This design comes from an exercise in tuning for small area and a short achievable clock period on the open sky130 flow, not from production work.
The RTL was checked by simulation tests, not by an equivalence proof against the original design.
No activity file was given, so power comes from the tool's default toggle rates.

[flow/run.sh]
#!/bin/bash
# synth_recipe.tcl (not shown) runs the flow's synth.tcl, then flattens the netlist and writes it again
# the make line also repeats each setting of config.mk as NAME=value (left out here)
make -C /OpenROAD-flow-scripts/flow DESIGN_CONFIG=/design/flow/config.mk WORK_HOME=/design/flow/orfs CLKGATE_MAP_FILE= SYNTH_SCRIPT=/design/flow/synth_recipe.tcl finish
[flow/config.mk]
export PLATFORM = sky130hd
export DESIGN_NAME = topmod
export DESIGN_NICKNAME = topmod
export VERILOG_FILES = /design/flow/design.v
export SDC_FILE = /design/flow/constraint.sdc
export NUM_CORES = 4
export LEC_CHECK = 0
export CAP_MARGIN = 20
export CORE_MARGIN = 2
export CORE_UTILIZATION = 62
export CTS_CLUSTER_DIAMETER = 80
export CTS_CLUSTER_SIZE = 30
export SETUP_SLACK_MARGIN = 2.0
export SLEW_MARGIN = 20
[flow/design.v]
module SPI (tx_valid,tx_data,rx_valid,rx_data,rst_n,clk,SS_n,MISO,MOSI);
parameter IDLE = 3'b000;
parameter CHK_CMD = 3'b001;
parameter READ_ADD = 3'b010;
parameter READ_DATA = 3'b011;
parameter WRITE = 3'b100;
input MOSI,SS_n,rst_n,clk,tx_valid;
input [7:0] tx_data;
output rx_valid,MISO;
output [9:0] rx_data;
reg rx_valid_tmp,MISO_tmp;
reg [9:0] rx_data_tmp;
reg [2:0] cs,ns;
reg [3:0] shift_counter;
reg read_state;
reg state;
always @(posedge clk or negedge rst_n) begin
    if(!rst_n) begin
        cs<=IDLE;
    end
    else begin
        cs<=ns;
    end
end 
always @(cs or MOSI or SS_n or tx_valid or tx_data or state or read_state) begin
    case (cs)
    IDLE:begin
        if(!SS_n) begin
            ns=CHK_CMD;
        end
        else begin
            ns=IDLE;
        end
    end
     CHK_CMD:begin
        if(SS_n) begin
            ns=IDLE;
        end
        else begin
            if(!({SS_n,MOSI}))begin
                ns=WRITE;
            end
            else if((!(SS_n))&&(MOSI)&&(!(state))) begin
                ns=READ_ADD;
            end
            else begin
                ns=READ_DATA;
            end
        end
     end
     READ_ADD:begin
        if(~SS_n) begin
            ns=READ_ADD;
        end
        else begin
            ns=IDLE;
        end
     end   
     READ_DATA:begin
           if(~SS_n) begin
            ns=READ_DATA;
        end
        else begin
            ns=IDLE;
        end
     end
     WRITE:begin
           if(~SS_n) begin
            ns=WRITE;
        end
        else begin
            ns=IDLE;
        end
     end
     default:begin
        ns=IDLE;
     end
    endcase
end
always @(posedge clk ) begin
case(cs)
IDLE:begin
    shift_counter<=10;  
    rx_data_tmp<=0;
    rx_valid_tmp<=0;
    end
READ_ADD:begin
      if(shift_counter==0) begin
        rx_valid_tmp<=1;
        shift_counter<=10;
    end
    else begin
        rx_data_tmp<={MOSI,rx_data_tmp[9:1]};
        shift_counter<=shift_counter-1;
    end
end
READ_DATA:begin
    if((shift_counter==0)&&(!(read_state))) begin
        shift_counter<=8;
        rx_valid_tmp<=1;
    end
    else if ((shift_counter>0)&&(!(read_state))) begin
         rx_data_tmp<={MOSI,rx_data_tmp[9:1]};
         shift_counter<=shift_counter-1;  rx_valid_tmp<=0;
    end
    else if ((shift_counter==0)&&(read_state)) begin
        shift_counter<=10;
        rx_valid_tmp<=0;
    end
    else if (tx_valid) begin
        shift_counter<=shift_counter-1; rx_valid_tmp<=0;
    end
    end
WRITE:begin
    if(shift_counter==0) begin
        rx_valid_tmp<=1;
    end
    else begin
        rx_data_tmp<={MOSI,rx_data_tmp[9:1]};
        shift_counter<=shift_counter-1;
    end
end
endcase    
end
always @(posedge clk or negedge rst_n) begin
  if(~rst_n) begin
        state<=0;
        read_state<=0;
    end
    else begin
        case (cs)
        IDLE:begin
            read_state<=0;
        end
            READ_ADD:begin
                if(shift_counter==0) begin
                    state<=1;
                end
            end
           READ_DATA:begin
             if((shift_counter==0)&&(!(read_state))) begin
                read_state<=1;
             end
             else if ((shift_counter==0)&&(read_state)) begin
                read_state<=0;
                state<=0;
             end
           end
        endcase
    end   
end
wire miso_clr = (cs == IDLE);
wire miso_load = (cs == READ_DATA) && read_state && (shift_counter != 0) && tx_valid;
wire miso_bit = tx_data[shift_counter-1];
always @(posedge clk)
    MISO_tmp <= (~miso_clr & miso_load & miso_bit) | (~miso_clr & ~miso_load & MISO_tmp);
assign MISO=MISO_tmp;
assign rx_data=rx_data_tmp;
assign rx_valid=rx_valid_tmp;
endmodule 
module rram (din,clk,rst_n,rx_valid,dout,tx_valid);
parameter MEM_DEPTH=256;
parameter ADDR_SIZE = 8;
input [9:0] din;
input clk,rst_n,rx_valid;
output [7:0] dout;
output tx_valid;
reg [7:0] dout_tmp;
reg tx_valid_tmp;
reg [15:0] addr_hi_n, addr_lo_n;
reg [8*MEM_DEPTH-1:0] cells;
reg phase, phase_d;
reg [7:0] din_d, din_dd;
reg aset_d, wr_d, wr_dd;
reg rd_d, rd_dd;
reg [8*16-1:0] grp_n;
wire rd_now = rx_valid & din[9] & din[8];
reg [7:0] col;
wire wr_now = rst_n & rx_valid & ~din[9] & din[8];
reg [MEM_DEPTH-1:0] sel;
integer i;
always @* begin
    for (i = 0; i < MEM_DEPTH; i = i + 1)
        sel[i] = ~(addr_hi_n[i/16] | addr_lo_n[i%16]);
end
genvar w, g;
generate
for (w = 0; w < MEM_DEPTH; w = w + 1) begin : row
    always @(posedge clk)
        cells[w*8 +: 8] <= ~(({8{sel[w]}} & col) | cells[w*8 +: 8]);
end
for (g = 0; g < 16; g = g + 1) begin : stage1
    reg [7:0] acc;
    integer k;
    always @* begin
        acc = 8'd0;
        for (k = 0; k < 16; k = k + 1)
            acc = acc | ({8{~addr_lo_n[k]}} & cells[(g*16+k)*8 +: 8]);
    end
    always @(posedge clk)
        grp_n[g*8 +: 8] <= ~acc;
end
endgenerate
reg [15:0] hi_d;
reg [7:0] rdv;
integer j;
always @* begin
    rdv = 8'd0;
    for (j = 0; j < 16; j = j + 1)
        rdv = rdv | ({8{hi_d[j]}} & ~grp_n[j*8 +: 8]);
    rdv = rdv ^ {8{phase_d}};
end
always @(posedge clk) begin
    if (phase)
        phase <= 1'b0;
    else
        phase <= 1'b1;
    phase_d <= phase;
    hi_d <= ~addr_hi_n;
    din_d <= din[7:0];
    din_dd <= din_d;
    aset_d <= rst_n & rx_valid & ~din[8];
    wr_d <= wr_now;
    col <= wr_d ? (din_d ^ {8{~phase}}) :
           wr_now ? (din[7:0] ^ {8{~phase}}) : 8'd0;
    wr_dd <= wr_d;
    for (i = 0; i < 16; i = i + 1) begin
        addr_hi_n[i] <= (aset_d & (din_d[7:4] != i)) | (~aset_d & addr_hi_n[i]);
        addr_lo_n[i] <= (aset_d & (din_d[3:0] != i)) | (~aset_d & addr_lo_n[i]);
    end
end
always @(posedge clk or negedge rst_n) begin
    if (!rst_n) begin
        dout_tmp <= 0;
        tx_valid_tmp <= 0;
        rd_d <= 0;
        rd_dd <= 0;
    end else begin
        rd_d <= rd_now;
        rd_dd <= rd_d;
        if (rd_now | rd_d | rd_dd)
            dout_tmp <= rdv;
        if (rd_now)
            tx_valid_tmp <= 1;
    end
end
assign dout=dout_tmp;
assign tx_valid=tx_valid_tmp;
endmodule
module topmod (rst_n,clk,SS_n,MISO,MOSI);
input  MOSI,SS_n,rst_n,clk ;
output MISO;
wire rx_valid,tx_valid;
wire [9:0] rx_data;
wire [7:0] tx_data;
rram RAM_INTERFACE(.din(rx_data),.clk(clk),.rst_n(rst_n),.rx_valid(rx_valid),.dout(tx_data),.tx_valid(tx_valid));
SPI SPI_INTERFACE(.tx_valid(tx_valid),.tx_data(tx_data),.rx_valid(rx_valid),.rx_data(rx_data),.rst_n(rst_n),.clk(clk),.SS_n(SS_n),.MISO(MISO),.MOSI(MOSI));
endmodule 
[flow/constraint.sdc]
create_clock -name core_clock -period 4.2 [get_ports {clk}]
set_input_delay 0.8400 -clock core_clock [delete_from_list [all_inputs] [get_ports {clk}]]
set_output_delay 0.8400 -clock core_clock [all_outputs]
set_load 0.01 [all_outputs]
==> impl_metrics.tcl, run 1 <==
set metrics [dict create \
    vias 54854 \
    reg2reg_slack_ns 1.96 \
    cts_tree "done" \
    drt.antenna.violating_nets 0 \
    finalHoldViolCount 0 \
    tightest_slew_ns 1.16 \
    ys.flop_type "dfxtp_1" \
    min_to "RAM_INTERFACE.din_d[0]$_DFF_P_" \
    cts_root_buf "clkbuf_16" \
    nFillCells 9182 \
    yosys.area.top_type "dfxtp_1" \
    row_count 125 \
    drc_errors 0 \
    period_needed_ns 2.24 \
    h-tree-depth 3 \
    grt_use_total_pct 38.2 \
    routed_wirelength_um 236000 \
    hold_path_class "reg2reg" \
    dp_hpwl_um 135000 \
    grt_max_degree 129 \
    max_freq_mhz 446 \
    die_h_um 346 \
    timing.rr.end "RAM_INTERFACE.grp_n[101]$_DFF_P_" \
    gp_congestion 0.941 \
    core_area_um2 116000 \
    fin_crit_sh_pct 53.3 \
    clock_latency_ns 0.75 \
    slew_headroom_pct 22.6 \
    finalSetupViolCount 0 \
    seq_area_frac_synth_pct 63.7 \
    setup-tns-final_ns 0 \
    synth_nets 6668 \
    yosys_register_bits 2276 \
    arrival_ns 2.93 \
    critPathRequiredTime_ns 4.89 \
    synthTopCellsByArea "dfxtp_1, a21oi_1, a221oi_1" \
    synth.top_cell.area_share_pct 61.1 \
    hold_buffers 0 \
    avgRoutedWirePerCell_um 30.1 \
    critPathLaunchType "flop" \
    status "complete, no violations" \
    synth-warning-count 2 \
    path_class "reg2reg" \
    die_w_um 346 \
    synth-edff-count 47 \
    dieArea_um2 120000 \
    cts.sinks 2276 \
    leakagePower_nw 31.3 \
    grt_pass1_vias 51474 \
    cts_buffers 87 \
    peakVddDrop_v 0.000406 \
    slew_violations 0 \
    reg2reg_depth 6 \
    grt_pass1_wl_um 346000 \
    fin_nets 6311 \
    start_util_pct 62.4 \
    dr.pass1.iters 6 \
    clock_path_buffers 3 \
    routed_via_density 6.98 \
    fin_area_um2 75500 \
    end_kind "flop" \
    rsz0062_at_grt "true" \
    min-delay-start "SPI_INTERFACE.rx_data_tmp[0]$_SDFFCE_PN0P_" \
    drt_iter0_drc 6822 \
    post_dp_cell_area_um2 72800 \
    antenna_found_initial 7 \
    area_growth_pct 4.17 \
    cp_max_fo 63 \
    portBuffers 4 \
    ys_types 46 \
    netlist_area_um2 72400 \
    postSynthCellCount 6663 \
    ys_async_sr_fraction_pct 0.703 \
    powerDensity_nw_per_um2 533 \
    drv_cap 0 \
    worstHoldPathCells 0 \
    pin_count 5 \
    fin_skew_ns 0.0349 \
    synth_area_per_cell_um2 10.9 \
    cts.clk_slew.worst_paths_ns 0.12 \
    overflow 0 \
    final_layout_size_suffix_gt1_share_pct 3.67 \
]
registers in the layout (all words and copies together) (netlist names), 3 cells and up, named ones only:
| name | flops |
|---|---|
| SPI_INTERFACE.rx_data_tmp | 10 |
| RAM_INTERFACE.hi_d | 16 |
| SPI_INTERFACE.cs | 3 |
| RAM_INTERFACE.dout_tmp | 8 |
| RAM_INTERFACE.col | 8 |
| RAM_INTERFACE.cells | 2048 |
| RAM_INTERFACE.din_d | 8 |
| SPI_INTERFACE.shift_counter | 4 |
| RAM_INTERFACE.grp_n | 128 |
critical path, cell delays in order (launching register included):
cell and delay [ns]:
edfxtp_1 0.38, buf_8 0.38, inv_16 0.19, buf_12 0.35, a22o_1 0.24, a221oi_1 0.27, and4_1 0.23
area by class of cell:
class                      instances  area [um^2]  share of cell area [%]
sequential                      2276        46100                    61.1
multi-input combinational       3779        23400                    31.0
clock buffer                     102         2380                    3.15
tap                             1524         1910                    2.53
timing repair buffer              87         1080                    1.44
inverter                          75          445                   0.590
clock inverter                    11         98.8                   0.131
antenna                            4         10.0                  0.0133
layout by cell type, fill, tap and decap left out, types with 16 or more instances in the layout:
cell       count
nor2_1       282
inv_1         59
a2111oi_0     18
buf_12        31
nor2b_1      110
dfxtp_1     2204
clkbuf_16     93
dfrtp_1       16
a221oi_1     516
edfxtp_1      47
buf_4         45
and4_1       129
a21oi_1     2052
nand2_1       42
o21ai_0       16
a22o_1       513
power breakdown:
| group | internal [mW] | total (mW) | switching [mW] |
|---|---|---|---|
| combinational | 1.62 | 4.06 | 2.44 |
| sequential | 23.8 | 25.5 | 1.66 |
| clock | 4.10 | 10.7 | 6.61 |
| total | 29.5 | 40.2 | 10.7 |
layer usage:
metal	part of all wire (%)	global-route usage, %	wire length [um]	vias up
met2	43	56.8	102000	3006
met4	4.8	16.4	11400	10
li1	-	-	-	24171
met3	11	8.44	24800	628
met5	0.029	0	69	-
met1	41	53.8	98100	27039
kinds of logic (layout without fill, tap and decap cells):
group	after synthesis	after routing	share of synthesized area (%)
flops	2276	2276	63.7
mux	3	3	0.0760
simple gates	612	612	4.61
compound gates	3153	3153	27.4
xor+xnor	9	9	0.109
other cells	0	4	0
fa+ha+maj	2	2	0.0311
buf+inv	608	275	4.18
cell usage after synthesis (2+ instances only):
cell type and count:
a2111oi_0 32, a21oi_1 2053, a221oi_1 519, a22o_1 513, a31oi_1 9, and4_1 129, buf_1 26, buf_2 63
buf_4 23, buf_6 77, clkbuf_1 344, dfrtp_1 16, dfxtp_1 2213, edfxtp_1 47, inv_1 60, inv_2 15
mux4_2 2, nand2_1 42, nand2b_1 3, nand3_1 13, nand3b_1 8, nand4_1 10, nor2_1 283, nor2b_1 110
nor3_1 6, nor3b_2 2, o21ai_0 16, o32ai_1 2, or2_2 2, xnor2_1 9
through the flow:
stage	cells	util, %	worst slack [ns]	total power, mW	hold slack, ns
after floorplan	6663	-	2.17	28.0	0.329
after global placement	7736	62.7	1.50	29.6	0.361
after detailed placement	7737	62.7	1.55	29.8	0.381
after global routing	7854	65.0	1.99	41.4	0.420
after CTS	7850	64.9	1.97	40.0	0.407
final	7858	65.0	1.96	40.2	0.410
worst max-delay path by stage:
| stage | cells past startpoint | end | startpoint | slack (ns) |
|---|---|---|---|---|
| after CTS | 1 | MISO | SPI_INTERFACE.MISO_tmp$_DFF_P_ | 1.97 |
| final | 6 | RAM_INTERFACE.grp_n[101]$_DFF_P_ | flop | 1.96 |
| after global routing | 5 | RAM_INTERFACE.dout_tmp[4]$_DFFE_PN0P_ | RAM_INTERFACE.grp_n[84]$_DFF_P_ | 1.99 |
| after global placement | 8 | RAM_INTERFACE.col[6]$_DFF_P_ | rst_n | 1.50 |
| after floorplan | 5 | SPI_INTERFACE.rx_data_tmp[0]$_SDFFCE_PN0P_ | SPI_INTERFACE.shift_counter[0]$_DFFE_PP_ | 2.17 |
| after detailed placement | 8 | RAM_INTERFACE.col[6]$_DFF_P_ | rst_n | 1.55 |
what timing repair did:
action / in CTS / in global routing
pin swaps: 0 / 1
setup buffers: 0 / 4
cloned: 0 / 0
endpoints found under the setup margin: 126 / 92
gates resized for setup: 28 / 26
==> inputs of run 2 (changes only) <==
--- a/flow/config.mk
+++ b/flow/config.mk
@@ -7,7 +7,7 @@
 export LEC_CHECK = 0
 export CAP_MARGIN = 20
 export CORE_MARGIN = 2
-export CORE_UTILIZATION = 62
+export CORE_UTILIZATION = 70
 export CTS_CLUSTER_DIAMETER = 80
 export CTS_CLUSTER_SIZE = 30
 export SETUP_SLACK_MARGIN = 2.0
==> run 2 against run 1 <==
  * Critical path depth down 1
  * Register-to-register slack about the same
  * Clock power down 4%
  * Die area down 11%
  * Worst hold slack worse by 0.013 ns
  * Via count up 2.0%
  * Fmax up 0.21%
  * Clock-buffer cell count down 5
==> impl_metrics.tcl, run 2 <==
set metrics [dict create \
    timing.rr.end "RAM_INTERFACE.grp_n[7]$_DFF_P_" \
    path_class "reg2reg" \
    dp_hpwl_um 130000 \
    synth_commonest_cells "dfxtp_1, a21oi_1, a221oi_1, a22o_1, clkbuf_1" \
    largest_registers "RAM_INTERFACE.cells: 2048 flops, RAM_INTERFACE.grp_n: 128 flops, RAM_INTERFACE.hi_d: 16 flops" \
    arrival_ns 2.86 \
    place_ws_ns 1.45 \
    dr.pass1.iters 6 \
    grt_pass1_wl_um 339000 \
    yosys.area.top_type "dfxtp_1" \
    overflow 0 \
    hold_buffers 0 \
    postSynthCellCount 6663 \
    ys.flop_type "dfxtp_1" \
    critPathLaunchType "flop" \
    fin_nets 6316 \
    cts.sinks 2276 \
    routed_via_density 7.26 \
    hold_path_class "reg2reg" \
    synth-warning-count 2 \
    tightest_slew_ns 1.18 \
    drt_iter0_drc 8065 \
    reg2reg_slack_ns 1.96 \
    clock_path_buffers 3 \
    fin_crit_sh_pct 53.2 \
    slew_violations 0 \
    ys_async_sr_fraction_pct 0.703 \
    yosys_register_bits 2276 \
    finalHoldViolCount 0 \
    start_util_pct 70.3 \
    largest_register_ffs 2048 \
    grt_use_total_pct 42.2 \
    synth-edff-count 47 \
    pin_count 5 \
    cts_root_buf "clkbuf_16" \
    h-tree-depth 3 \
    area_growth_pct 3.59 \
    ys_types 46 \
    seq_area_frac_synth_pct 63.7 \
    fin_area_um2 75000 \
    antenna_cells 0 \
    antenna_found_initial 2 \
    cts_buffers 85 \
    row_count 118 \
    whs_ns 0.397 \
    cts.clk_slew.worst_paths_ns 0.11 \
    synth.top_cell.area_share_pct 61.1 \
    period_needed_ns 2.24 \
    grt_pass1_vias 51965 \
    yosysMostFrequentCell "dfxtp_1" \
    setup_slack_ns 1.96 \
    core_area_um2 103000 \
    peakVddDrop_v 0.000511 \
    vias 55940 \
    die_h_um 326 \
    setup-tns-final_ns 0 \
    final_layout_size_suffix_gt1_share_pct 3.45 \
    cts_tree "done" \
    cp_max_fo 61 \
    slew_headroom_pct 19.4 \
    final_common_cell "dfxtp_1" \
    max_freq_mhz 447 \
    p_total_mw 39.8 \
    crit_path_end "RAM_INTERFACE.grp_n[7]$_DFF_P_" \
    die_w_um 326 \
    finalSetupViolCount 0 \
    critPathRequiredTime_ns 4.83 \
    end_kind "flop" \
    fin_skew_ns 0.0268 \
    post_dp_cell_area_um2 72500 \
    dieArea_um2 106000 \
    netlist_area_um2 72400 \
    reg2reg_depth 5 \
    nFillCells 7493 \
    clock_latency_ns 0.74 \
    grt_max_degree 157 \
    synth_area_per_cell_um2 10.9 \
    avgRoutedWirePerCell_um 30.2 \
    drt.antenna.violating_nets 0 \
    status "complete, no violations" \
    routed_wirelength_um 232000 \
    portBuffers 4 \
    powerDensity_nw_per_um2 531 \
    rsz0062_at_grt "true" \
    drv_cap 0 \
    gp_congestion 0.921 \
    synth_nets 6668 \
    drc_errors 0 \
    largest-register "RAM_INTERFACE.cells" \
    synthTopCellsByArea "dfxtp_1, a21oi_1, a221oi_1" \
    leakagePower_nw 31.2 \
    final_cell_mix "dfxtp_1, a21oi_1, a221oi_1, a22o_1, nor2_1" \
]
run 2: cell counts after synthesis:
No cell type changed its count.
run 2: kinds of logic after synthesis:
group | Yosys count | synth area share, %
and+or+nand+nor | 612 | 4.61
adders and majority gates | 2 | 0.0311
DFF | 2276 | 63.7
xor gates and xnor gates | 9 | 0.109
buffers and inverters | 608 | 4.18
AOI/OAI and AO/OA | 3153 | 27.4
muxes | 3 | 0.0760
run 2: per-layer routing:
layer	vias to the layer above	share of wire (%)	track usage, %
met3	725	12	9.97
met4	4	5.5	20.1
met2	3636	43	62.2
li1	24205	-	-
met5	-	0.0090	0
met1	27370	39	59.0
run 2: how the worst min path moves through the flow:
| stage | end | startpoint | cells after the start | slack (ns) |
|---|---|---|---|---|
| after floorplan | RAM_INTERFACE.phase_d$_DFF_P_ | RAM_INTERFACE.phase$_DFF_P_ | 0 | 0.33 |
| after global placement | RAM_INTERFACE.rd_dd$_DFF_PN0_ | RAM_INTERFACE.rd_d$_DFF_PN0_ | 0 | 0.36 |
| after detailed placement | RAM_INTERFACE.rd_dd$_DFF_PN0_ | RAM_INTERFACE.rd_d$_DFF_PN0_ | 0 | 0.38 |
| after CTS | RAM_INTERFACE.rd_dd$_DFF_PN0_ | RAM_INTERFACE.rd_d$_DFF_PN0_ | 0 | 0.40 |
| after global routing | RAM_INTERFACE.rd_dd$_DFF_PN0_ | RAM_INTERFACE.rd_d$_DFF_PN0_ | 0 | 0.42 |
| final | RAM_INTERFACE.rd_dd$_DFF_PN0_ | RAM_INTERFACE.rd_d$_DFF_PN0_ | 0 | 0.40 |
run 2: area by class of cell:
class	instances	area, um^2	share of cell area (%)
Multi-Input combinational cell	3779	23400	31.1
Inverter	75	479	0.639
Tap cell	1380	1730	2.30
Clock buffer	97	2210	2.95
Clock inverter	2	38.8	0.0517
Timing Repair Buffer	93	1050	1.40
Sequential cell	2276	46100	61.5
Timing Repair inverter	1	8.76	0.0117
run 2: what timing repair did:
| item | 4_1_cts | 5_1_grt |
|---|---|---|
| pin swaps | 0 | 1 |
| buffers inserted | 1 | 2 |
| resized for setup | 25 | 21 |
| endpoints found under the hold margin | 0 | 0 |
| endpoints found under the setup margin | 119 | 74 |
| cloned | 1 | 1 |
run 2: critical path: stages, from the launching register on:
cell and delay (ns):
edfxtp_1 0.47, inv_6 0.62, buf_12 0.43, a22o_1 0.24, a221oi_1 0.09, and4_1 0.27
run 2: stage by stage:
stage	instances	utilization, %
after floorplan	6663	-
after global placement	7596	70.4
after detailed placement	7597	70.4
after CTS	7698	72.7
after global routing	7703	72.8
final	7703	72.8
run 2: power by group:
part,internal (mW),leakage (nW),total (mW),switching (mW)
Combinational,1.63,10.9,4.11,2.48
Clock,3.85,1.10,10.3,6.44
Sequential,23.8,19.2,25.4,1.63
Total,29.3,31.2,39.8,10.5
==> inputs of run 3 (changes only) <==
--- a/flow/design.v
+++ b/flow/design.v
@@ -168,11 +168,13 @@
 reg [7:0] dout_tmp;
 reg tx_valid_tmp;
 reg [15:0] addr_hi_n, addr_lo_n;
+reg [15:0] addr_lo2_n;
 reg [8*MEM_DEPTH-1:0] cells;
 reg phase, phase_d;
 reg [7:0] din_d, din_dd;
 reg aset_d, wr_d, wr_dd;
-reg rd_d, rd_dd;
+reg rd_d, rd_dd, rd_ddd;
+reg [7:0] rdq;
 reg [8*16-1:0] grp_n;
 wire rd_now = rx_valid & din[9] & din[8];
 reg [7:0] col;
@@ -195,7 +197,7 @@
     always @* begin
         acc = 8'd0;
         for (k = 0; k < 16; k = k + 1)
-            acc = acc | ({8{~addr_lo_n[k]}} & cells[(g*16+k)*8 +: 8]);
+            acc = acc | ({8{~(g < 8 ? addr_lo_n[k] : addr_lo2_n[k])}} & cells[(g*16+k)*8 +: 8]);
     end
     always @(posedge clk)
         grp_n[g*8 +: 8] <= ~acc;
@@ -216,6 +218,7 @@
     else
         phase <= 1'b1;
     phase_d <= phase;
+    rdq <= rdv;
     hi_d <= ~addr_hi_n;
     din_d <= din[7:0];
     din_dd <= din_d;
@@ -227,6 +230,7 @@
     for (i = 0; i < 16; i = i + 1) begin
         addr_hi_n[i] <= (aset_d & (din_d[7:4] != i)) | (~aset_d & addr_hi_n[i]);
         addr_lo_n[i] <= (aset_d & (din_d[3:0] != i)) | (~aset_d & addr_lo_n[i]);
+        addr_lo2_n[i] <= (aset_d & (din_d[3:0] != i)) | (~aset_d & addr_lo2_n[i]);
     end
 end
 always @(posedge clk or negedge rst_n) begin
@@ -235,11 +239,13 @@
         tx_valid_tmp <= 0;
         rd_d <= 0;
         rd_dd <= 0;
+        rd_ddd <= 0;
     end else begin
         rd_d <= rd_now;
         rd_dd <= rd_d;
-        if (rd_now | rd_d | rd_dd)
-            dout_tmp <= rdv;
+        rd_ddd <= rd_dd;
+        if (rd_now | rd_d | rd_dd | rd_ddd)
+            dout_tmp <= rdq;
         if (rd_now)
             tx_valid_tmp <= 1;
     end
--- a/flow/config.mk
+++ b/flow/config.mk
@@ -7,7 +7,7 @@
 export LEC_CHECK = 0
 export CAP_MARGIN = 20
 export CORE_MARGIN = 2
-export CORE_UTILIZATION = 70
+export CORE_UTILIZATION = 62
 export CTS_CLUSTER_DIAMETER = 80
 export CTS_CLUSTER_SIZE = 30
 export SETUP_SLACK_MARGIN = 2.0
==> run 3 against run 2 <==
  * Critical path type unchanged
  * Highest routed layer unchanged
  * Critical endpoint is now RAM_INTERFACE.grp_n[78]$_DFF_P_
  * Fmax is 1.1% lower
  * Worst setup slack worse by 0.025 ns
  * Die area is 13% higher
==> impl_metrics.tcl, run 3 <==
set metrics [dict create \
    status "complete, no violations" \
    hold_path_class "reg2reg" \
    synth-edff-count 47 \
    wl_met2_um 103000 \
    final_cell_mix "dfxtp_1, a21oi_1, a221oi_1, a22o_1, nor2_1" \
    ys.flop_type "dfxtp_1" \
    synth-warning-count 2 \
    final_common_cell "dfxtp_1" \
    pin_count 5 \
    seq_area_frac_synth_pct 63.8 \
    synth_nets 6647 \
    overflow 0 \
    dp_hpwl_um 139000 \
    cts_buffers 89 \
    rsz0062_at_grt "false" \
    powerDensity_nw_per_um2 531 \
    top_layer "met5" \
    cts_root_buf "clkbuf_16" \
    area_growth_pct 4.22 \
    gp_congestion 0.927 \
    drc_errors 0 \
    yosysMostFrequentCell "dfxtp_1" \
    die_h_um 346 \
    portBuffers 4 \
    postSynthCellCount 6642 \
    synthTopCellsByArea "dfxtp_1, a21oi_1, a221oi_1" \
    h-tree-depth 3 \
    grt_max_degree 168 \
    end_kind "flop" \
    largest_registers "RAM_INTERFACE.cells: 2048 flops, RAM_INTERFACE.grp_n: 128 flops, RAM_INTERFACE.hi_d: 16 flops" \
    final_layout_size_suffix_gt1_share_pct 3.97 \
    avgRoutedWirePerCell_um 30.6 \
    largest_register_ffs 2048 \
    fin_crit_sh_pct 53.8 \
    finalHoldViolCount 0 \
    finalSetupViolCount 0 \
    critPathRequiredTime_ns 4.85 \
    grt_use_total_pct 39.0 \
    cts_tree "done" \
    die_w_um 346 \
    max_freq_mhz 443 \
    leakagePower_nw 31.3 \
    period_needed_ns 2.26 \
    grt_pass1_vias 51365 \
    core_area_um2 116000 \
    drt.antenna.violating_nets 0 \
    slew_headroom_pct 18.8 \
    instances_no_fill 7847 \
    crit_family "buffers and inverters" \
    cp_max_fo 70 \
    setup-tns-final_ns 0 \
    peakVddDrop_v 0.000426 \
    drt_iter0_drc 7507 \
    drv_cap 0 \
    routed_via_density 7.01 \
    synth_commonest_cells "dfxtp_1, a21oi_1, a221oi_1, a22o_1, clkbuf_1" \
    dieArea_um2 120000 \
    slew_violations 0 \
    ys_types 51 \
    antenna_found_initial 6 \
    dp_cells 7726 \
    routed_wirelength_um 240000 \
    path_buf_inv 2 \
    arrival_ns 2.91 \
    largest-register "RAM_INTERFACE.cells" \
    synth.top_cell.area_share_pct 61.3 \
    netlist_area_um2 72600 \
    dr.pass1.iters 8 \
    vias 54993 \
    wirelength_met1_um 99300 \
    yosys_register_bits 2285 \
    wl_met3_um 26400 \
    tightest_slew_ns 1.21 \
    fin_nets 6300 \
    fin_skew_ns 0.0357 \
    clock_latency_ns 0.75 \
    critPathLaunchType "flop" \
    yosys.area.top_type "dfxtp_1" \
    cp_slowest_stage_delay_ns 0.67 \
    slowest_stage "bufinv_8" \
    clock_path_buffers 3 \
    path_class "reg2reg" \
    row_count 125 \
    cts.sinks 2285 \
    ys_async_sr_fraction_pct 0.744 \
    grt_pass1_wl_um 351000 \
    cts.clk_slew.worst_paths_ns 0.11 \
    synth_area_per_cell_um2 10.9 \
    start_util_pct 62.5 \
    path_cells "bufinv_8, buf_4, a22o_1, a221oi_1, and4_1" \
]
[run 3: cell types whose count changed after synthesis, moves of 9 or more]
cell | previous run | this run
inv_1 | 60 | 36
nand2b_1 | 3 | 99
o2111ai_1 | 0 | 32
o21ai_0 | 16 | 7
nor2b_1 | 110 | 16
a2111oi_0 | 32 | 0
[run 3: cells by family after synthesis]
logic type | after synthesis | synth area share (%)
AOI/OAI and AO/OA | 3147 | 27.3
adders and majority gates | 2 | 0.0310
xor gates and xnor gates | 9 | 0.109
buffers and inverters | 585 | 4.00
muxes | 11 | 0.246
DFF | 2285 | 63.8
and+or+nand+nor | 603 | 4.56
[run 3: path summary, 6_finish.rpt]
path | cells past startpoint | slack (ns) | start | end
worst max-delay path | 5 | 1.94 | flop | RAM_INTERFACE.grp_n[78]$_DFF_P_
worst min-delay path | 0 | 0.39 | RAM_INTERFACE.rd_d$_DFF_PN0_ | RAM_INTERFACE.rd_dd$_DFF_PN0_
worst max register to register | 5 | 1.94 | flop | RAM_INTERFACE.grp_n[78]$_DFF_P_
worst min register to register | 0 | 0.39 | RAM_INTERFACE.rd_d$_DFF_PN0_ | RAM_INTERFACE.rd_dd$_DFF_PN0_
max in group asynchronous | 2 | 3.55 | rst_n | RAM_INTERFACE.dout_tmp[1]$_DFFE_PN0P_
min in group asynchronous | 2 | 0.42 | rst_n | RAM_INTERFACE.dout_tmp[3]$_DFFE_PN0P_
[run 3: cell type report]
type,instances,area [um^2]
well taps,1524,1910
multi-input cells,3772,23400
clock buffers,102,2380
diodes,2,5.00
clock inverters,15,190
fillers,9242,40600
inverters,51,373
flip-flops and latches,2285,46300
repair buffers,96,1040
[run 3: routing by layer]
layer / vias to the layer above / GRT usage (%)
li1: 24160 / -
met1: 27112 / 55.1
met2: 3095 / 57.8
met3: 622 / 8.55
met4: 4 / 16.5
met5: - / 0
[run 3: what timing repair did]
action / 4_1_cts / 5_1_grt
hold buffers: 0 / 0
resized for setup: 27 / 20
endpoints found under the setup margin: 131 / 85
setup buffers: 0 / 1
[run 3: metrics by stage]
stage	setup slack, ns	hold WS, ns	utilization, %	instance area, um^2	power (mW)
finish	1.94	0.394	65.1	75700	40.2
global route	2.00	0.412	65.1	75600	41.3
CTS	2.00	0.399	65.0	75600	40.0
detailed placement	1.45	0.369	62.7	72900	29.5
global placement	1.45	0.367	62.7	72900	29.4
floorplan	2.00	0.355	-	72600	27.8
[run 3: power breakdown]
| group | switching, mW | internal (mW) |
|---|---|---|
| Clock | 6.74 | 4.20 |
| Combinational | 2.35 | 1.62 |
| Sequential | 1.54 | 23.7 |
| Total | 10.6 | 29.6 |
==> inputs of run 4 (changes only) <==
--- a/flow/design.v
+++ b/flow/design.v
@@ -77,47 +77,56 @@
      end
     endcase
 end
+reg cnt_zero;
+wire cnt_one = (shift_counter == 1);
 always @(posedge clk ) begin
 case(cs)
 IDLE:begin
     shift_counter<=10;  
-    rx_data_tmp<=0;
+    cnt_zero<=0;
     rx_valid_tmp<=0;
     end
 READ_ADD:begin
-      if(shift_counter==0) begin
+      if(cnt_zero) begin
         rx_valid_tmp<=1;
         shift_counter<=10;
+        cnt_zero<=0;
     end
     else begin
         rx_data_tmp<={MOSI,rx_data_tmp[9:1]};
         shift_counter<=shift_counter-1;
+        cnt_zero<=cnt_one;
     end
 end
 READ_DATA:begin
-    if((shift_counter==0)&&(!(read_state))) begin
+    if(cnt_zero&&(!(read_state))) begin
         shift_counter<=8;
+        cnt_zero<=0;
         rx_valid_tmp<=1;
     end
-    else if ((shift_counter>0)&&(!(read_state))) begin
+    else if ((!cnt_zero)&&(!(read_state))) begin
          rx_data_tmp<={MOSI,rx_data_tmp[9:1]};
          shift_counter<=shift_counter-1;  rx_valid_tmp<=0;
-    end
-    else if ((shift_counter==0)&&(read_state)) begin
+         cnt_zero<=cnt_one;
+    end
+    else if (cnt_zero&&(read_state)) begin
         shift_counter<=10;
+        cnt_zero<=0;
         rx_valid_tmp<=0;
     end
     else if (tx_valid) begin
         shift_counter<=shift_counter-1; rx_valid_tmp<=0;
+        cnt_zero<=cnt_one;
     end
     end
 WRITE:begin
-    if(shift_counter==0) begin
+    if(cnt_zero) begin
         rx_valid_tmp<=1;
     end
     else begin
         rx_data_tmp<={MOSI,rx_data_tmp[9:1]};
         shift_counter<=shift_counter-1;
+        cnt_zero<=cnt_one;
     end
 end
 endcase    
@@ -133,15 +142,15 @@
             read_state<=0;
         end
             READ_ADD:begin
-                if(shift_counter==0) begin
+                if(cnt_zero) begin
                     state<=1;
                 end
             end
            READ_DATA:begin
-             if((shift_counter==0)&&(!(read_state))) begin
+             if(cnt_zero&&(!(read_state))) begin
                 read_state<=1;
              end
-             else if ((shift_counter==0)&&(read_state)) begin
+             else if (cnt_zero&&(read_state)) begin
                 read_state<=0;
                 state<=0;
              end
@@ -150,7 +159,7 @@
     end   
 end
 wire miso_clr = (cs == IDLE);
-wire miso_load = (cs == READ_DATA) && read_state && (shift_counter != 0) && tx_valid;
+wire miso_load = (cs == READ_DATA) && read_state && !cnt_zero && tx_valid;
 wire miso_bit = tx_data[shift_counter-1];
 always @(posedge clk)
     MISO_tmp <= (~miso_clr & miso_load & miso_bit) | (~miso_clr & ~miso_load & MISO_tmp);
@@ -168,13 +177,11 @@
 reg [7:0] dout_tmp;
 reg tx_valid_tmp;
 reg [15:0] addr_hi_n, addr_lo_n;
-reg [15:0] addr_lo2_n;
 reg [8*MEM_DEPTH-1:0] cells;
 reg phase, phase_d;
 reg [7:0] din_d, din_dd;
 reg aset_d, wr_d, wr_dd;
-reg rd_d, rd_dd, rd_ddd;
-reg [7:0] rdq;
+reg rd_d, rd_dd;
 reg [8*16-1:0] grp_n;
 wire rd_now = rx_valid & din[9] & din[8];
 reg [7:0] col;
@@ -197,7 +204,7 @@
     always @* begin
         acc = 8'd0;
         for (k = 0; k < 16; k = k + 1)
-            acc = acc | ({8{~(g < 8 ? addr_lo_n[k] : addr_lo2_n[k])}} & cells[(g*16+k)*8 +: 8]);
+            acc = acc | ({8{~addr_lo_n[k]}} & cells[(g*16+k)*8 +: 8]);
     end
     always @(posedge clk)
         grp_n[g*8 +: 8] <= ~acc;
@@ -213,12 +220,8 @@
     rdv = rdv ^ {8{phase_d}};
 end
 always @(posedge clk) begin
-    if (phase)
-        phase <= 1'b0;
-    else
-        phase <= 1'b1;
+    phase <= ~phase;
     phase_d <= phase;
-    rdq <= rdv;
     hi_d <= ~addr_hi_n;
     din_d <= din[7:0];
     din_dd <= din_d;
@@ -230,7 +233,6 @@
     for (i = 0; i < 16; i = i + 1) begin
         addr_hi_n[i] <= (aset_d & (din_d[7:4] != i)) | (~aset_d & addr_hi_n[i]);
         addr_lo_n[i] <= (aset_d & (din_d[3:0] != i)) | (~aset_d & addr_lo_n[i]);
-        addr_lo2_n[i] <= (aset_d & (din_d[3:0] != i)) | (~aset_d & addr_lo2_n[i]);
     end
 end
 always @(posedge clk or negedge rst_n) begin
@@ -239,13 +241,11 @@
         tx_valid_tmp <= 0;
         rd_d <= 0;
         rd_dd <= 0;
-        rd_ddd <= 0;
     end else begin
         rd_d <= rd_now;
         rd_dd <= rd_d;
-        rd_ddd <= rd_dd;
-        if (rd_now | rd_d | rd_dd | rd_ddd)
-            dout_tmp <= rdq;
+        if (rd_now | rd_d | rd_dd)
+            dout_tmp <= rdv;
         if (rd_now)
             tx_valid_tmp <= 1;
     end
--- a/flow/config.mk
+++ b/flow/config.mk
@@ -7,7 +7,7 @@
 export LEC_CHECK = 0
 export CAP_MARGIN = 20
 export CORE_MARGIN = 2
-export CORE_UTILIZATION = 62
+export CORE_UTILIZATION = 55
 export CTS_CLUSTER_DIAMETER = 80
 export CTS_CLUSTER_SIZE = 30
 export SETUP_SLACK_MARGIN = 2.0
==> run 4 against run 3 <==
  * Sequential cell count shrank 8
  * First-iteration DRC count fell by 18%
  * Sequential power increased by 6%
  * Area after synthesis about the same
  * Global-route usage shrank 4.1 points
  * Synthesized cell count up 0.42%
  * Routed wire length increased by 1.2%
  * Power is 5.4% higher
  * Non-clock buffer count is 22 higher
  * Clock skew increased by 0.0028 ns
  * Critical path type unchanged
  * Via count shrank 0.93%
  * Critical path depth is 1 lower
==> impl_metrics.tcl, run 4 <==
set metrics [dict create \
    finalHoldViolCount 0 \
    dr.pass1.iters 6 \
    finalSetupViolCount 0 \
    peakVddDrop_v 0.000364 \
    cp_max_fo 73 \
    grt_pass1_wl_um 352000 \
    timing.rr.end "RAM_INTERFACE.grp_n[26]$_DFF_P_" \
    post_dp_cell_area_um2 73300 \
    synth-warning-count 2 \
    cts.sinks 2277 \
    grt_use_total_pct 34.9 \
    grt_max_degree 177 \
    area_growth_pct 5.36 \
    max_freq_mhz 439 \
    drt.antenna.violating_nets 0 \
    fin_nets 6360 \
    reg2reg_depth 4 \
    status "complete, no violations" \
    hold_path_class "reg2reg" \
    largest_register_ffs 2048 \
    seqCellArea_um2 46200 \
    portBuffers 4 \
    antenna_found_initial 3 \
    yosys_register_bits 2277 \
    netlist_area_um2 72600 \
    setup-tns-final_ns 0 \
    intPower_mw 30.8 \
    min-delay-start "RAM_INTERFACE.rd_d$_DFF_PN0_" \
    pwr-share-clk_pct 27.7 \
    pwr-share-seq_pct 63.0 \
    arrival_ns 2.97 \
    largest-register "RAM_INTERFACE.cells" \
    tightest_slew_ns 1.20 \
    cts_tree "done" \
    min_to "RAM_INTERFACE.rd_dd$_DFF_PN0_" \
    routed_wirelength_um 243000 \
    ys_types 42 \
    leakagePower_nw 32.0 \
    synth_area_per_cell_um2 10.9 \
    slew_headroom_pct 20.1 \
    fin_skew_ns 0.0385 \
    h-tree-depth 3 \
    synth.top_cell.area_share_pct 61.1 \
    critPathLaunchType "flop" \
    ys.flop_type "dfxtp_1" \
    core_area_um2 131000 \
    final_layout_size_suffix_gt1_share_pct 4.64 \
    die_w_um 367 \
    rsz0062_at_grt "true" \
    vias 54479 \
    pwr-share-comb_pct 9.3 \
    final_common_cell "dfxtp_1" \
    cts_root_buf "clkbuf_16" \
    synth_commonest_cells "dfxtp_1, a21oi_1, a221oi_1, a22o_1, clkbuf_1" \
    synth-edff-count 48 \
    dp_hpwl_um 143000 \
    worstHoldPathCells 0 \
    row_count 133 \
    yosysMostFrequentCell "dfxtp_1" \
    slew_violations 0 \
    hold_buffers 0 \
    drc_errors 0 \
    grt_pass1_vias 50480 \
    drv_cap 0 \
    routed_via_density 6.68 \
    powerDensity_nw_per_um2 554 \
    clock_latency_ns 0.78 \
    largest_registers "RAM_INTERFACE.cells: 2048 flops, RAM_INTERFACE.grp_n: 128 flops, RAM_INTERFACE.hi_d: 16 flops" \
    postSynthCellCount 6670 \
    multi_input_area_um2 23400 \
    nFillCells 11224 \
    clock_path_buffers 3 \
    pin_count 5 \
    critPathRequiredTime_ns 4.89 \
    path_class "reg2reg" \
    reg2reg_slack_ns 1.92 \
    end_kind "flop" \
    start_util_pct 55.3 \
    switching_share_pct 27.3 \
    p_sw_mw 11.6 \
    fin_area_um2 76500 \
    fin_crit_sh_pct 54.3 \
    dieArea_um2 135000 \
    cts_buffers 94 \
    period_needed_ns 2.28 \
    final_cell_mix "dfxtp_1, a21oi_1, a22o_1, a221oi_1, nor2_1" \
    seq_area_frac_synth_pct 63.6 \
    die_h_um 367 \
    synthTopCellsByArea "dfxtp_1, a21oi_1, a221oi_1" \
    synth_nets 6679 \
    yosys.area.top_type "dfxtp_1" \
    ys_async_sr_fraction_pct 0.703 \
    overflow 0 \
    drt_iter0_drc 6185 \
    cts.clk_slew.worst_paths_ns 0.12 \
    gp_congestion 0.882 \
    avgRoutedWirePerCell_um 29.8 \
]
## run 4: final cells by class
cell class              instances  share of cell area [%]
diodes                          2                 0.00655
clock buffers                 108                    3.27
clock inverters                39                   0.583
inverters                      78                   0.641
multi-input cells            3782                    30.6
flip-flops and latches       2277                    60.4
well taps                    1755                    2.87
repair buffers                118                    1.59
## run 4: power by group through the flow
stage                     Sequential (mW)  Combinational [mW]  Clock, mW
after floorplan                      26.1                2.67          0
after global placement               27.1                3.70          0
after detailed placement             27.1                3.85          0
after CTS                            26.6                3.85       11.8
after global routing                 27.0                4.24       12.5
final                                26.7                3.95       11.7
## run 4: critical path, stage by stage, from the launching register on
cell      delay (ns)
edfxtp_1        0.47
inv_8           0.27
a22o_1          0.32
a221oi_1        0.63
and4_1          0.43
## run 4: metrics by stage
stage | utilization (%) | hold slack [ns] | worst slack [ns] | std cells | power, mW
floorplan | - | 0.329 | 2.28 | 6670 | 28.7
global placement | 55.9 | 0.360 | 1.32 | 8008 | 30.8
detailed placement | 55.9 | 0.364 | 1.49 | 8009 | 30.9
CTS | 58.2 | 0.372 | 1.93 | 8156 | 42.2
global route | 58.3 | 0.409 | 1.99 | 8157 | 43.7
finish | 58.3 | 0.381 | 1.92 | 8159 | 42.3
## run 4: worst max path at each step
stage                                     startpoint                                        to  slack [ns]
global placement    RAM_INTERFACE.grp_n[100]$_DFF_P_     RAM_INTERFACE.dout_tmp[4]$_DFFE_PN0P_        1.32
CTS                   SPI_INTERFACE.MISO_tmp$_DFF_P_                                      MISO        1.93
global route                                    flop          RAM_INTERFACE.grp_n[113]$_DFF_P_        1.99
floorplan           SPI_INTERFACE.cnt_zero$_DFFE_PP_  SPI_INTERFACE.shift_counter[0]$_DFFE_PP_        2.28
detailed placement                             rst_n              RAM_INTERFACE.col[6]$_DFF_P_        1.49
finish                                          flop           RAM_INTERFACE.grp_n[26]$_DFF_P_        1.92
## run 4: cell families after synthesis
logic type | after synthesis | share of synthesized area, %
compound gates | 3153 | 27.3
buf+inv | 611 | 4.26
flops | 2277 | 63.6
simple gates | 610 | 4.56
fa+ha+maj | 5 | 0.0862
mux | 4 | 0.102
xor+xnor | 10 | 0.121
## run 4: timing repair
action	CTS	global route
endpoints found under the hold margin	0	0
endpoints found under the setup margin	95	46
setup buffers	0	0
gates resized for setup	22	24
gates cloned	0	0
## run 4: metal layers
layer	track usage, %	part of all wire, %	wire length [um]
met2	52.9	44	106000
met4	12.1	3.9	9430
met3	4.83	8.1	19800
met5	0	0.0045	11
met1	51.0	44	108000

## afterwards: timing with drivers on the ports
The results above use ideal ports. As a check the final layouts listed here were re-extracted and re-timed, cells and wires unchanged. Step 1 (the two cells are an assumption about what drives the block):
set clk [get_ports {clk}]
set_driving_cell -lib_cell sky130_fd_sc_hd__clkbuf_16 $clk
set_driving_cell -lib_cell sky130_fd_sc_hd__buf_2 [delete_from_list [all_inputs] $clk]
Step 2, shift: input delay + t, output delay - t, t = (earliest + latest rising clock arrival at the registers) / 2. This alone moves slack from input paths to output paths. a / b / c = ideal ports / drivers / drivers and shift; a / b = the first two.
| run | t (ns) | setup WS [ns] | clock arrival spread, ns | slew at the worst register clock pin (ns) | worst slew at a driven data input, ns |
|---|---|---|---|---|---|
| run 1 | 0.808 | 1.960 / 1.960 / 1.487 | 0.042 / 0.041 | 0.12 / 0.12 | 0.03 |
| run 2 | 0.801 | 1.965 / 1.965 / 1.310 | 0.031 / 0.031 | 0.12 / 0.12 | 0.03 |
| run 3 | 0.806 | 1.940 / 1.940 / 1.429 | 0.039 / 0.039 | 0.12 / 0.12 | 0.04 |
| run 4 | 0.848 | 1.920 / 1.920 / 1.471 | 0.042 / 0.042 | 0.12 / 0.12 | 0.04 |
After both steps setup and hold are still met in every run listed. For run 2, which loses most, drivers alone change the setup slack by 0.000 ns; drivers and shift together by -0.655 ns.
